What follows belongs to an exercise in optimizing a design on an open flow for small area; a production flow would make more cautious choices.
Function was checked by simulation only, so behaviour that the tests miss may differ from the original.
Power and IR drop assume default switching activity.

**design.v**
```verilog
module ftadder(
	a,
	b,
	add,
	bsel,
	result
);
input [31:0] a, b;
input add;
input bsel;
output [31:0] result;
wire nan_a = (a[30:23] == 8'hFF) && (a[22:0] != 0);
wire nan_b = (b[30:23] == 8'hFF) && (b[22:0] != 0);
wire inf_a = (a[30:23] == 8'hFF) && (a[22:0] == 0);
wire inf_b = (b[30:23] == 8'hFF) && (b[22:0] == 0);
wire sub = a[31] ^ b[31];
wire a_big = add ? (a[30:0] >= b[30:0]) : ~bsel;
wire [30:0] big = a_big ? a[30:0] : b[30:0];
wire [30:0] sml = a_big ? b[30:0] : a[30:0];
wire        sb  = a_big ? a[31] : b[31];
wire        hb = |big[30:23];
wire        hs = |sml[30:23];
wire [7:0]  eb = {big[30:24], big[23] | ~hb};
wire [7:0]  es = {sml[30:24], sml[23] | ~hs};
wire [7:0]  d  = eb - es;
wire [4:0]  dd = (d[7:5] != 3'd0) ? 5'd31 : d[4:0];
reg [25:0] x;
reg        st;
integer k;
always @(*) begin
	x = {hs, sml[22:0], 2'b00};
	st = 1'b0;
	if (dd[0]) begin st = st | x[0];       x = {1'd0,  x[25:1]};  end
	if (dd[1]) begin st = st | (|x[1:0]);  x = {2'd0,  x[25:2]};  end
	if (dd[2]) begin st = st | (|x[3:0]);  x = {4'd0,  x[25:4]};  end
	if (dd[3]) begin st = st | (|x[7:0]);  x = {8'd0,  x[25:8]};  end
	if (dd[4]) begin st = st | (|x[15:0]); x = {16'd0, x[25:16]}; end
end
wire [27:0] mb = {1'b0, hb, big[22:0], 3'b000};
wire [27:0] ms = {1'b0, x, st};
wire [27:0] sum = sub ? (mb - ms) : (mb + ms);
reg [4:0] lz;
integer j;
always @(*) begin
	lz = 5'd28;
	for (j = 0; j < 28; j = j + 1)
		if (sum[j])
			lz = 27 - j;
end
wire [4:0] sh = ({3'b000, lz} > eb) ? eb[4:0] : lz;
wire [27:0] norm = sum << sh;
wire [8:0]  ex = {1'b0, eb} + 9'd1 - {4'd0, sh};
wire [7:0]  ef = norm[27] ? ex[7:0] : 8'd0;
wire        rnd = norm[3] & (norm[4] | norm[2] | norm[1] | norm[0]);
wire [30:0] pk  = {ef, norm[26:4]} + {30'd0, rnd};
wire        ovf = norm[27] & (ex[7:0] == 8'hFF);
wire        zero = (sum == 28'd0);
wire special = ~add | nan_a | nan_b | inf_a | inf_b;
wire qnan = add & (nan_a | nan_b | (inf_a & inf_b & sub));
assign result = qnan    ? 32'h7FC00000 :
                special ? {sb, big} :
                zero    ? {sb & ~sub, 31'd0} :
                ovf     ? {sb, 8'hFF, 23'd0} :
                          {sb, pk};
endmodule
module CAS(
	valid1,
	valid2,
	index1,
	index2,
	outvalid1,
	outvalid2,
	outindex1,
	outindex2,
	swap,
	merge
);
parameter ADDRW = 16;
input valid1, valid2;
input [ADDRW - 1 : 0] index1, index2;
output outvalid1, outvalid2;
output [ADDRW - 1 : 0] outindex1, outindex2;
output swap, merge;
wire eq = (index1 == index2);
assign swap = valid2 & (~valid1 | (index2 < index1));
assign merge = valid1 & valid2 & eq;
assign outvalid1 = valid1 | valid2;
assign outvalid2 = valid1 & valid2 & ~eq;
assign outindex1 = swap ? index2 : index1;
assign outindex2 = swap ? index1 : index2;
endmodule
module sortAndMerge(
	clk,
	ena,
	valid1,
	valid2,
	valid3,
	valid4,
	index1,
	index2,
	index3,
	index4,
	value1,
	value2,
	value3,
	value4,
	outindex1,
	outindex2,
	outindex3,
	outindex4,
	outvalue1,
	outvalue2,
	outvalue3,
	outvalue4,
	outvalid1,
	outvalid2,
	outvalid3,
	outvalid4
);
parameter ADDRW = 16;
parameter WL = 32;
parameter DELAY = 12;	 
input clk;
input ena;
input valid1, valid2, valid3, valid4;
input [ADDRW - 1 : 0] index1, index2, index3, index4;
input [WL - 1 : 0] value1, value2, value3, value4;
output wire outvalid1, outvalid2, outvalid3, outvalid4;
output wire [ADDRW - 1 : 0] outindex1, outindex2, outindex3, outindex4;
output wire [WL - 1 : 0] outvalue1, outvalue2, outvalue3, outvalue4;
wire fv1, fv2, fv3, fv4;
wire [ADDRW - 1 : 0] fi1, fi2, fi3, fi4;
wire s12, m12, s34, m34;
CAS c12(.valid1(valid1), .valid2(valid2), .index1(index1), .index2(index2),
	.outvalid1(fv1), .outvalid2(fv2), .outindex1(fi1), .outindex2(fi2), .swap(s12), .merge(m12));
CAS c34(.valid1(valid3), .valid2(valid4), .index1(index3), .index2(index4),
	.outvalid1(fv3), .outvalid2(fv4), .outindex1(fi3), .outindex2(fi4), .swap(s34), .merge(m34));
wire sv1, sv2, sv3, sv4;
wire [ADDRW - 1 : 0] si1, si2, si3, si4;
wire s13, m13, s24, m24;
CAS c13(.valid1(fv1), .valid2(fv3), .index1(fi1), .index2(fi3),
	.outvalid1(sv1), .outvalid2(sv3), .outindex1(si1), .outindex2(si3), .swap(s13), .merge(m13));
CAS c24(.valid1(fv2), .valid2(fv4), .index1(fi2), .index2(fi4),
	.outvalid1(sv2), .outvalid2(sv4), .outindex1(si2), .outindex2(si4), .swap(s24), .merge(m24));
reg [WL - 1 : 0] r1v1, r1v2, r1v3, r1v4;
reg [ADDRW - 1 : 0] r1i1, r1i2, r1i3, r1i4;
reg [3:0] r1vld;
reg r1s12, r1m12, r1s34, r1m34, r1dm, r1s13, r1m13, r1s24, r1o3;
always @(posedge clk) begin
	if (ena) begin
		r1v1 <= value1;
		r1v2 <= value2;
		r1v3 <= value3;
		r1v4 <= value4;
		r1i1 <= si1;
		r1i2 <= si2;
		r1i3 <= sv3 ? si3 : si4;
		r1i4 <= si4;
		r1vld <= {sv3 & sv4, sv3 | sv4, sv2, sv1};
		r1s12 <= s12;
		r1m12 <= m12;
		r1s34 <= s34;
		r1m34 <= m34;
		r1dm <= m24;
		r1s13 <= s13;
		r1m13 <= m13;
		r1s24 <= s24 & ~m24;
		r1o3 <= sv3;
	end
end
wire [WL - 1 : 0] max34 = r1s34 ? r1v3 : r1v4;
wire [WL - 1 : 0] xa = (r1dm & ~r1s12) ? r1v2 : r1v1;
wire [WL - 1 : 0] xb = r1dm ? max34 : r1v2;
wire [WL - 1 : 0] xr, yr;
ftadder ux(.a(xa), .b(xb), .add(r1m12 | r1dm), .bsel(r1s12), .result(xr));
ftadder uy(.a(r1v3), .b(r1v4), .add(r1m34), .bsel(r1s34), .result(yr));
reg [WL - 1 : 0] r2w1, r2w2, r2w3, r2w4;
reg [ADDRW - 1 : 0] r2i1, r2i2, r2i3, r2i4;
reg [3:0] r2vld;
reg r2dm, r2s13, r2m13, r2s24, r2o3;
always @(posedge clk) begin
	if (ena) begin
		r2w1 <= xr;			 
		r2w2 <= (r1dm ^ r1s12) ? r1v1 : r1v2;	 
		r2w3 <= yr;			 
		r2w4 <= max34;			 
		r2i1 <= r1i1;
		r2i2 <= r1i2;
		r2i3 <= r1i3;
		r2i4 <= r1i4;
		r2vld <= r1vld;
		r2dm <= r1dm;
		r2s13 <= r1s13;
		r2m13 <= r1m13;
		r2s24 <= r1s24;
		r2o3 <= r1o3;
	end
end
wire [WL - 1 : 0] f1 = r2dm ? r2w2 : r2w1;
wire [WL - 1 : 0] f2 = r2dm ? r2w1 : r2w2;
wire [WL - 1 : 0] zr;
ftadder uz(.a(f1), .b(r2w3), .add(r2m13), .bsel(r2s13), .result(zr));
wire [WL - 1 : 0] s3 = r2s13 ? f1 : r2w3;
wire [WL - 1 : 0] s2 = r2s24 ? r2w4 : f2;
wire [WL - 1 : 0] s4 = r2s24 ? f2 : r2w4;
localparam W = 4 * (WL + ADDRW) + 4;
wire [W - 1 : 0] pin = {r2vld, r2i4, r2i3, r2i2, r2i1, s4, (r2o3 ? s3 : s4), s2, zr};
reg [W * (DELAY + 1) - 1 : 0] pipe;
always @(posedge clk)
	if (ena)
		pipe <= {pipe[W * DELAY - 1 : 0], pin};
assign {outvalid4, outvalid3, outvalid2, outvalid1,
	outindex4, outindex3, outindex2, outindex1,
	outvalue4, outvalue3, outvalue2, outvalue1} = pipe[W * (DELAY + 1) - 1 : W * DELAY];
endmodule
```
**run.sh**
```bash
#!/bin/bash
# synth_recipe.tcl (not shown) runs the flow's synth.tcl, then flattens the netlist and writes it again
# the make line also repeats each setting of config.mk as NAME=value (left out here)
make -C /OpenROAD-flow-scripts/flow DESIGN_CONFIG=/design/flow/config.mk WORK_HOME=/design/flow/orfs CLKGATE_MAP_FILE= SYNTH_SCRIPT=/design/flow/synth_recipe.tcl finish
```
**config.mk**
```make
export PLATFORM = sky130hd
export DESIGN_NAME = sortAndMerge
export DESIGN_NICKNAME = sortAndMerge
export VERILOG_FILES = /design/flow/design.v
export SDC_FILE = /design/flow/constraint.sdc
export NUM_CORES = 4
export LEC_CHECK = 0
export ABC_AREA = 1
export CAP_MARGIN = 20
export CORE_MARGIN = 2
export CORE_UTILIZATION = 40
export PLACE_DENSITY = 0.6
export SLEW_MARGIN = 20
```
**constraint.sdc**
```tcl
create_clock -name core_clock -period 10.0 [get_ports {clk}]
set_input_delay 2.0000 -clock core_clock [delete_from_list [all_inputs] [get_ports {clk}]]
set_output_delay 2.0000 -clock core_clock [all_outputs]
set_load 0.01 [all_outputs]
```
==> summary.txt <==
[repair_timing]
| action | CTS | global route |
|---|---|---|
| resized for setup | 188 | 662 |
| hold buffers | 0 | 0 |
| cloned | 7 | 19 |
| setup buffers | 88 | 114 |
| endpoints found under the setup margin | 96 | 96 |
| pin swaps | 66 | 243 |
[placed cells by master (no fill, tap or decap), types with 16 or more instances in the layout]
cell type,netlist,final
edfxtp_1,2954,2954
buf_4,231,2153
nand2_1,2190,2059
nand3_1,1209,992
inv_1,854,800
o21ai_0,653,538
nor2_1,512,461
clkdlybuf4s50_1,0,392
clkbuf_16,0,316
a21oi_1,351,299
ha_1,366,282
nand3_2,55,241
nand2_2,86,191
nand4_1,168,168
o21ai_1,46,93
inv_2,41,82
ha_4,0,77
clkinv_1,11,68
nor2_2,32,65
xor2_1,65,64
buf_12,1,56
a21oi_2,6,52
o21ai_2,15,51
clkinv_2,0,51
buf_6,45,51
clkbuf_1,154,50
nand2_4,19,45
nor3_1,55,44
nand3_4,7,41
nor2_4,17,35
o21ai_4,2,34
o22ai_1,33,33
nor4_1,31,27
bufinv_16,0,27
o21bai_1,25,22
o211ai_1,18,18
nand3b_1,17,17
or2_2,16,16
o21a_1,17,16
[metal layers]
| layer | wire (um) | global-route usage | vias up |
|---|---|---|---|
| li1 | - | - | 42200 |
| met1 | 158000 | 0.296 | 41400 |
| met2 | 167000 | 0.346 | 2325 |
| met3 | 18100 | 0.0253 | 511 |
| met4 | 11200 | 0.0659 | 4 |
| met5 | 22 | 0 | - |
[stage by stage]
step	utilization	setup slack [ps]	instance area [sq um]
CTS	0.510	-2670	162000
global route	0.523	-3310	167000
floorplan	-	-1960	130000
global placement	0.474	-3640	151000
detailed placement	0.474	-3910	151000
finish	0.523	-2670	167000
[power by group through the flow]
stage                     combinational [mW]  clock [mW]  sequential (mW)
final                                   21.4        11.0             15.4
after floorplan                         9.57           0             15.4
after detailed placement                19.1           0             15.7
after global routing                    23.4        11.8             15.5
after CTS                               19.7        11.3             15.4
after global placement                  19.1           0             15.6
[critical path, delay by kind of cell (launching register included)]
kind / cells / cell delay [ps]
AO/OA/AOI/OAI: 8 / 850
XOR/XNOR: 1 / 140
adder cells (fa/ha/maj): 7 / 1640
buffers and inverters: 53 / 6300
flip-flops: 1 / 420
AND/OR/NAND/NOR: 24 / 2980
[cell families after synthesis]
family | count (synthesis) | synth area share
fa+ha+maj | 372 | 0.0366
simple gates | 4450 | 0.157
mux | 15 | 0.00117
flops | 2954 | 0.691
buf+inv | 1442 | 0.0549
xor+xnor | 79 | 0.00562
compound gates | 1260 | 0.0537
[worst paths after layout]
kind	start	endpoint	slack (ps)	cells past startpoint
worst max-delay path	r2dm	pipe[5]	-2670	93
worst max register to register	r2dm	pipe[5]	-2670	93
worst min-delay path	r2i4[15]	pipe[191]	380	0
worst min register to register	r2i4[15]	pipe[191]	380	0
[state kept, by name, summed over array words and instances (netlist names), 4 cells and up]
signal,cells
pipe,2548
r1i1,16
r1i2,16
r1i3,16
r1i4,16
r1v1,32
r1v2,32
r1v3,32
r1v4,32
r1vld,4
r2i1,16
r2i2,16
r2i3,16
r2i4,16
r2vld,4
r2w1,32
r2w2,32
r2w3,32
r2w4,32
[cell usage after synthesis, drive strengths merged, types with 69 or more instances]
cell / number
inv: 898
buf: 346
xor2: 69
nand3: 1271
nand4: 172
ha: 366
o21ai: 716
clkbuf: 179
edfxtp: 2954
a21oi: 358
nand2: 2296
nor2: 565
[cell type report]
type / instances / area, sq um / share of cell area
diodes: 3 / 7.51 / 0.0000451
inverters: 910 / 3510 / 0.0211
multi-input cells: 6182 / 36900 / 0.221
repair buffers: 2685 / 22500 / 0.135
clock inverters: 192 / 2030 / 0.0122
clock buffers: 352 / 7740 / 0.0465
well taps: 4180 / 5230 / 0.0314
flip-flops and latches: 2954 / 88700 / 0.533
repair inverters: 1 / 16.3 / 0.0000976
==> results by group <==
Yosys
  – Synthesis warning total: 2
  – Ys flop type: edfxtp_1
  – Mapped Area: 128000 sq um
  – Syn_nets: 11100
  – Synthesized flop and latch total: 2954
  – Ys async rst share: 0
  – Netlist cell types: 85
  – Synth Instances: 10600
  – EDFF count, synth: 2954
  – Yosys top cell by area: edfxtp_1
  – Top-area cell type share of the netlist area: 0.691
  – Syn Area/Cell: 12.1 sq um
  – Register area share after synthesis: 0.691
  – Top post-synthesis cells by area: edfxtp_1 69%, nand2_1 6.4%, nand3_1 4.7%, ha_1 3.6%, o21ai_0 2.5%

Clock network
  – Clock-pin transition on the worst setup and hold timing paths: 60 ps
  – TritonCTS clock tree: done
  – # H-tree levels: 5
  – TritonCTS Sinks: 2954
  – CTS Buf Count: 300
  – Skew-Pair Late Insertion Delay: 890 ps
  – Clk buf depth: 4
  – CTS root buffer: clkbuf_16

Timing
  – Worst slew pin tran: 1220 ps
  – Crit path time final: 12670 ps
  – RSZ-0062 raised after global routing: yes
  – Slew HR: 0.176
  – Endpoints failing hold: 0
  – Final TNS setup: -223140 ps
  – Finish-stage setup viols: 93
  – Fin. max-slew vios: 0
  – Final clock skew: 100 ps
  – WHS: 383 ps
  – Fmax: 0.0789 GHz
  – Final Cycle Share: 1.27
  – Final worst slack: -2670 ps

Floorplanning
  – Chip height: 570 um
  – Core ar.: 319000 sq um
  – Ports: 394
  – Die footprint: 325000 sq um
  – Starting Density: 0.403
  – Die X: 570 um
  – FP Rows: 207

Critical path
  – Worst Path Required: 10590 ps
  – Worst path max stage delay: 420 ps
  – Arrival time at the worst endpoint: 13260 ps
  – Slowest-stage cell, CP: edfxtp_1
  – CP Max Fanout: 7
  – Most frequent CP cell: buf_4
  – Startpoint Class: flip-flop
  – CP Capture Type: flip-flop
  – Critical path class: flip-flop to flip-flop

Power and ir drop
  – P_leak: 67.0 nW
  – Sequential fraction of design power: 0.322
  – PD cells: 287 nW/um^2
  – Logic pwr share: 0.448
  – VDD IR max: 0.162 mV
  – Switch Pwr: 17.0 mW
  – Power Internal: 30.7 mW
  – Clk pwr share: 0.230
  – Power, Total: 47.8 mW
  – Switch share: 0.357

Final layout
  – Layout fillers: 27400
  – Area delta synth->final: 29.8%
  – Finished Layout Cells: 17500
  – Layout cells sized above 1: 0.284
  – Nets: 13600

Detailed routing
  – Via-to-Cell Ratio: 4.95
  – Via count of the routed design: 86500
  – Wirelength per Cell: 20.3 um
  – DRC: 0
  – Drt first pass iters: 6
  – 1st-iter DRT viols: 7790
  – Detail Route Antenna Nets: 0
  – Total routed wirelength: 355000 um

GRT
  – First-pass GRT wire length: 523000 um
  – Largest net degree at the start of global routing: 188
  – Vias in the first global route: 83900
  – Antenna violations before repair: 13
  – Total track usage: 0.212
  – Residual overflow from global routing: 0

Outcome
  – Outcome: complete, but fails checks
  – Blocking Checks: setup timing

Placed design
  – Placed insts: 16700
  – Post-DP HPWL: 268000 um
  – I/O Buffers: 393
  – GP Congestion: 0.947

Flow run
  – Max_cap viols: 0

Worst hold path
  – Min-Delay Path Class: flip-flop to flip-flop

==> separate check: timing with driven ports <==
The results above use ideal ports. As a check the final layout listed here was re-extracted and re-timed, cells and wires unchanged. Step 1 (the two cells are an assumption about what drives the block):
set clk [get_ports {clk}]
set_driving_cell -lib_cell sky130_fd_sc_hd__clkbuf_16 $clk
set_driving_cell -lib_cell sky130_fd_sc_hd__buf_2 [delete_from_list [all_inputs] $clk]
Step 2, shift: input delay + t, output delay - t, t = (earliest + latest rising clock arrival at the registers) / 2. This alone moves slack from input paths to output paths. Slacks: ideal ports / drivers / drivers and shift; pairs: ideal ports / drivers.
t (ns): 0.928
slack for setup (ns): -2.675 / -2.675 / -2.675
worst setup path after step 2: register to register
clock arrival spread, ns: 0.100 / 0.100
The setup slack of this run moves by 0.000 ns with the drivers and by 0.000 ns with both steps.
